From an optimization exercise on the open Yosys and OpenROAD flow, aimed at small area; shortcuts taken in it are not production practice.
Where RTL was checked, it was by simulation tests only, not by an equivalence proof against the original.
Power and IR drop assume default switching activity. The clock port is modelled as an ideal driver; clocking choices that lean on that would not hold on a real chip.

==> flow/design.v (excerpt) <==
module draw_regctrl
(
  input       	CLK,
  input       	RST_X,
  input       	INIT,
  input [11:0]	ERROR,
  input       	CIF_DRWSEL,
  input [3:0]	CIF_REGWRITE,
  input       	CIF_REGREAD,
  input [3:0]	CIF_REGADR,
  input [31:0]	CIF_REGWDATA,
  input       	BUSY_PIXEL,
  input       	BUSY_ADD,
  input       	BUSY_INTERR,
  input       	WORKINGDRW,
  output [31:0]	DRW_REGRDATA,
  output       	REG_EODL,
  output [22:0]	REG_SETFRAME_VRAMADR,
  output [9:0]	REG_SETFRAME_WIDTH,
  output [9:0]	REG_SETFRAME_HEIGHT,
  output [9:0]	REG_SETDRAWAREA_POSX,
  output [9:0]	REG_SETDRAWAREA_POSY,
  output [9:0]	REG_SETDRAWAREA_SIZX,
  output [9:0]	REG_SETDRAWAREA_SIZY,
  output       	REG_SETTEXTURE_FMT,
  output [22:0]	REG_SETTEXTURE_VRAMADR,
  output [9:0]	REG_SETTEXTURE_WIDTH,
  output [9:0]	REG_SETTEXTURE_HEIGHT,
  output [31:0]	REG_SETFCOLOR,
  output       	REG_SETSTMODE,
  output [3:0]	REG_SETSCOLOR_MASK,
  output [31:0]	REG_SETSCOLOR_L,
  output [31:0]	REG_SETSCOLOR_H,
  output       	REG_SETBLENDOFF,
  output [2:0]	REG_SETBLENDALPHA_A,
  output [2:0]	REG_SETBLENDALPHA_B,
  output [2:0]	REG_SETBLENDALPHA_C,
  output [2:0]	REG_SETBLENDALPHA_D,
  output [2:0]	REG_SETBLENDALPHA_E,
  output [7:0]	REG_SETBLENDALPHA_SRCCA,
  output [31:0]	REG_SETBLENDALPHA_COEF0,
  output [31:0]	REG_SETBLENDALPHA_COEF1,
  output [10:0]	REG_PATBLT_DPOSX,
  output [10:0]	REG_PATBLT_DPOSY,
  output [9:0]	REG_PATBLT_DSIZX,
  output [9:0]	REG_PATBLT_DSIZY,
  output [10:0]	REG_BITBLT_DPOSX,
  output [10:0]	REG_BITBLT_DPOSY,
  output [9:0]	REG_BITBLT_DSIZX,
  output [9:0]	REG_BITBLT_DSIZY,
  output [9:0]	REG_BITBLT_SPOSX,
  output [9:0]	REG_BITBLT_SPOSY,
  output       	READYPAT_ADD,
  output       	READYBIT_ADD,
  output       	STARTBLT_ADD,
  output       	READYPAT_PIXEL,
  output       	READYBIT_PIXEL,
  output       	STARTBLT_PIXEL,
  output [3:0]	ERROR_REGCTRL,
  output       	INIT_REGCTRL,
  output [9:0]	REQ_ON_COUNT,
  output [9:0]	REQ_OFF_COUNT
);
export LEC_CHECK = 0
export ABC_AREA = 1
export CAP_MARGIN = 20
export CORE_MARGIN = 2
export CORE_UTILIZATION = 40
export SLEW_MARGIN = 20
create_clock -name core_clock -period 3.3 [get_ports {CLK}]
standard.sh (not shown) runs the stock make flow with config.mk's settings and CLKGATE_MAP_FILE= SYNTH_SCRIPT=/design/flow/synth_recipe.tcl, a recipe that flattens the netlist after the stock synthesis.
==> flow/flow/run.sh <==
#!/bin/bash
# ORFS layout (the standard.sh) with these changes:
#  - synthesis is synth_recipe.tcl unchanged, except that ABC maps the
#    combinational logic with an area script (flow/area.abc);
#  - port buffers use the smallest buffer cell;
#  - the clock tree uses explicit buffer type and clustering.
set -euo pipefail
HERE=$(pwd)
export MY_ABC_SCRIPT=$HERE/flow/area.abc
export BUFFER_PORTS_ARGS="-buffer_cell sky130_fd_sc_hd__buf_1"
export CTS_ARGS="-sink_clustering_enable -repair_clock_nets -buf_list sky130_fd_sc_hd__clkbuf_16 -sink_clustering_size 30 -sink_clustering_max_diameter 80 -dont_use_dummy_load"
cat flow/abc_override.tcl synth_recipe.tcl > my_synth.tcl
sed "s#SYNTH_SCRIPT=[^ ]*#SYNTH_SCRIPT=$HERE/my_synth.tcl#" standard.sh > my_standard.sh
grep -q "SYNTH_SCRIPT=$HERE/my_synth.tcl" my_standard.sh
bash my_standard.sh > standard.log 2>&1
==> flow/flow/abc_override.tcl <==
# Run ABC with an area-oriented mapping script (amap) instead of ORFS's
# delay-oriented one. Registers are mapped before ABC and are untouched.
proc abc {args} {
  set i [lsearch $args -script]
  if {$i >= 0} { lset args [expr {$i+1}] $::env(MY_ABC_SCRIPT) }
  yosys abc {*}$args
}
==> flow/flow/area.abc <==
strash; dch -f; amap; topo
Then changed:
CORE_UTILIZATION = 65   (was 40)
=> The new run went through all stages and came out clean; clock skew goes down by 23 ps; worst setup slack gets worse by 65 ps; sequential cell count stays the same; count of clock-buffer cells in the layout goes down by 3; synthesized area stays the same; sequential power is about the same; worst hold slack gets better by 130 ps; power goes down by 1.0%.
Function was not checked in any run of this note: the RTL went through the layout flow alone.

* * *

Another version of the RTL of draw_regctrl (not shown whole).
Size in the first run: ~1,100 flip-flops, about 550 I/O pins, roughly 39,000 um2 of cells after synthesis.
// draw_regctrl
module draw_regctrl
(
  input       	CLK,
  input       	RST_X,
  input       	INIT,
  input [11:0]	ERROR,
  input       	CIF_DRWSEL,
  input [3:0]	CIF_REGWRITE,
  input       	CIF_REGREAD,
  input [3:0]	CIF_REGADR,
  input [31:0]	CIF_REGWDATA,
  input       	BUSY_PIXEL,
  input       	BUSY_ADD,
  input       	BUSY_INTERR,
  input       	WORKINGDRW,
  output [31:0]	DRW_REGRDATA,
  output       	REG_EODL,
  output [22:0]	REG_SETFRAME_VRAMADR,
  output [9:0]	REG_SETFRAME_WIDTH,
  output [9:0]	REG_SETFRAME_HEIGHT,
  output [9:0]	REG_SETDRAWAREA_POSX,
  output [9:0]	REG_SETDRAWAREA_POSY,
  output [9:0]	REG_SETDRAWAREA_SIZX,
  output [9:0]	REG_SETDRAWAREA_SIZY,
  output       	REG_SETTEXTURE_FMT,
  output [22:0]	REG_SETTEXTURE_VRAMADR,
  output [9:0]	REG_SETTEXTURE_WIDTH,
  output [9:0]	REG_SETTEXTURE_HEIGHT,
  output [31:0]	REG_SETFCOLOR,
  output       	REG_SETSTMODE,
  output [3:0]	REG_SETSCOLOR_MASK,
  output [31:0]	REG_SETSCOLOR_L,
  output [31:0]	REG_SETSCOLOR_H,
  output       	REG_SETBLENDOFF,
  output [2:0]	REG_SETBLENDALPHA_A,
  output [2:0]	REG_SETBLENDALPHA_B,
  output [2:0]	REG_SETBLENDALPHA_C,
  output [2:0]	REG_SETBLENDALPHA_D,
  output [2:0]	REG_SETBLENDALPHA_E,
  output [7:0]	REG_SETBLENDALPHA_SRCCA,
  output [31:0]	REG_SETBLENDALPHA_COEF0,
  output [31:0]	REG_SETBLENDALPHA_COEF1,
  output [10:0]	REG_PATBLT_DPOSX,
  output [10:0]	REG_PATBLT_DPOSY,
  output [9:0]	REG_PATBLT_DSIZX,
  output [9:0]	REG_PATBLT_DSIZY,
  output [10:0]	REG_BITBLT_DPOSX,
  output [10:0]	REG_BITBLT_DPOSY,
  output [9:0]	REG_BITBLT_DSIZX,
  output [9:0]	REG_BITBLT_DSIZY,
  output [9:0]	REG_BITBLT_SPOSX,
  output [9:0]	REG_BITBLT_SPOSY,
  output       	READYPAT_ADD,
  output       	READYBIT_ADD,
  output       	STARTBLT_ADD,
  output       	READYPAT_PIXEL,
  output       	READYBIT_PIXEL,
  output       	STARTBLT_PIXEL,
  output [3:0]	ERROR_REGCTRL,
  output       	INIT_REGCTRL,
  output [9:0]	REQ_ON_COUNT,
  output [9:0]	REQ_OFF_COUNT
);
Settings: LEC_CHECK=0, ABC_AREA=1, CAP_MARGIN=20, CORE_MARGIN=2, CORE_UTILIZATION=60, SLEW_MARGIN=20, SYNTH_HIERARCHICAL=1, SYNTH_MINIMUM_KEEP_SIZE=0; clock period 3.3 ns.
Scripts as last shown in full above: flow/flow/run.sh, flow/flow/abc_override.tcl, flow/flow/area.abc
The first run finished with timing, DRC and antenna clean.
Next try:
CORE_UTILIZATION = 40   (was 60)
Via count came out lower by about 5%.
Clock skew rose by 0.026 ns.
Final area rose by 1.9%.
Routed wire length decreases by about 0.45%.
Critical path depth shrinks by 2.
Global-route usage fell by 13 points.
Die area came out higher by 49%.

==> re-timing with driven ports <==
Ports are ideal in the flow. The routed layouts listed here were re-timed in OpenROAD.
Step 1: set_driving_cell puts a clkbuf_16 on CLK and a buf_2 on each other input, an assumption about the parent block.
Step 2, shift: input delay + t, output delay - t, t = (earliest + latest rising clock arrival at the registers) / 2. This alone moves slack from input paths to output paths.
a / b / c = ideal ports / drivers / drivers and shift; a / b = the first two.
run | t (ns) | setup slack, ns | latest minus earliest clock arrival (ns) | worst slew at a driven data input, ns | cell pins on the clock port's net
the first run of note 1 | 0.690 | 0.512 / 0.512 / 0.327 | 0.096 / 0.096 | 0.11 | 1
the second run of note 1 | 0.681 | 0.447 / 0.447 / 0.209 | 0.061 / 0.060 | 0.09 | 1
the first run of note 2 | 0.691 | 0.199 / 0.199 / 0.020 | 0.036 / 0.036 | 0.09 | 1
the second run of note 2 | 0.706 | 0.300 / 0.300 / -0.271 | 0.074 / 0.074 | 0.06 | 1
Met with ideal ports but missed after step 2: setup timing in the second run of note 2. The setup slack of the second run of note 2, which loses most, moves by 0.000 ns with the drivers and by -0.571 ns with both steps.
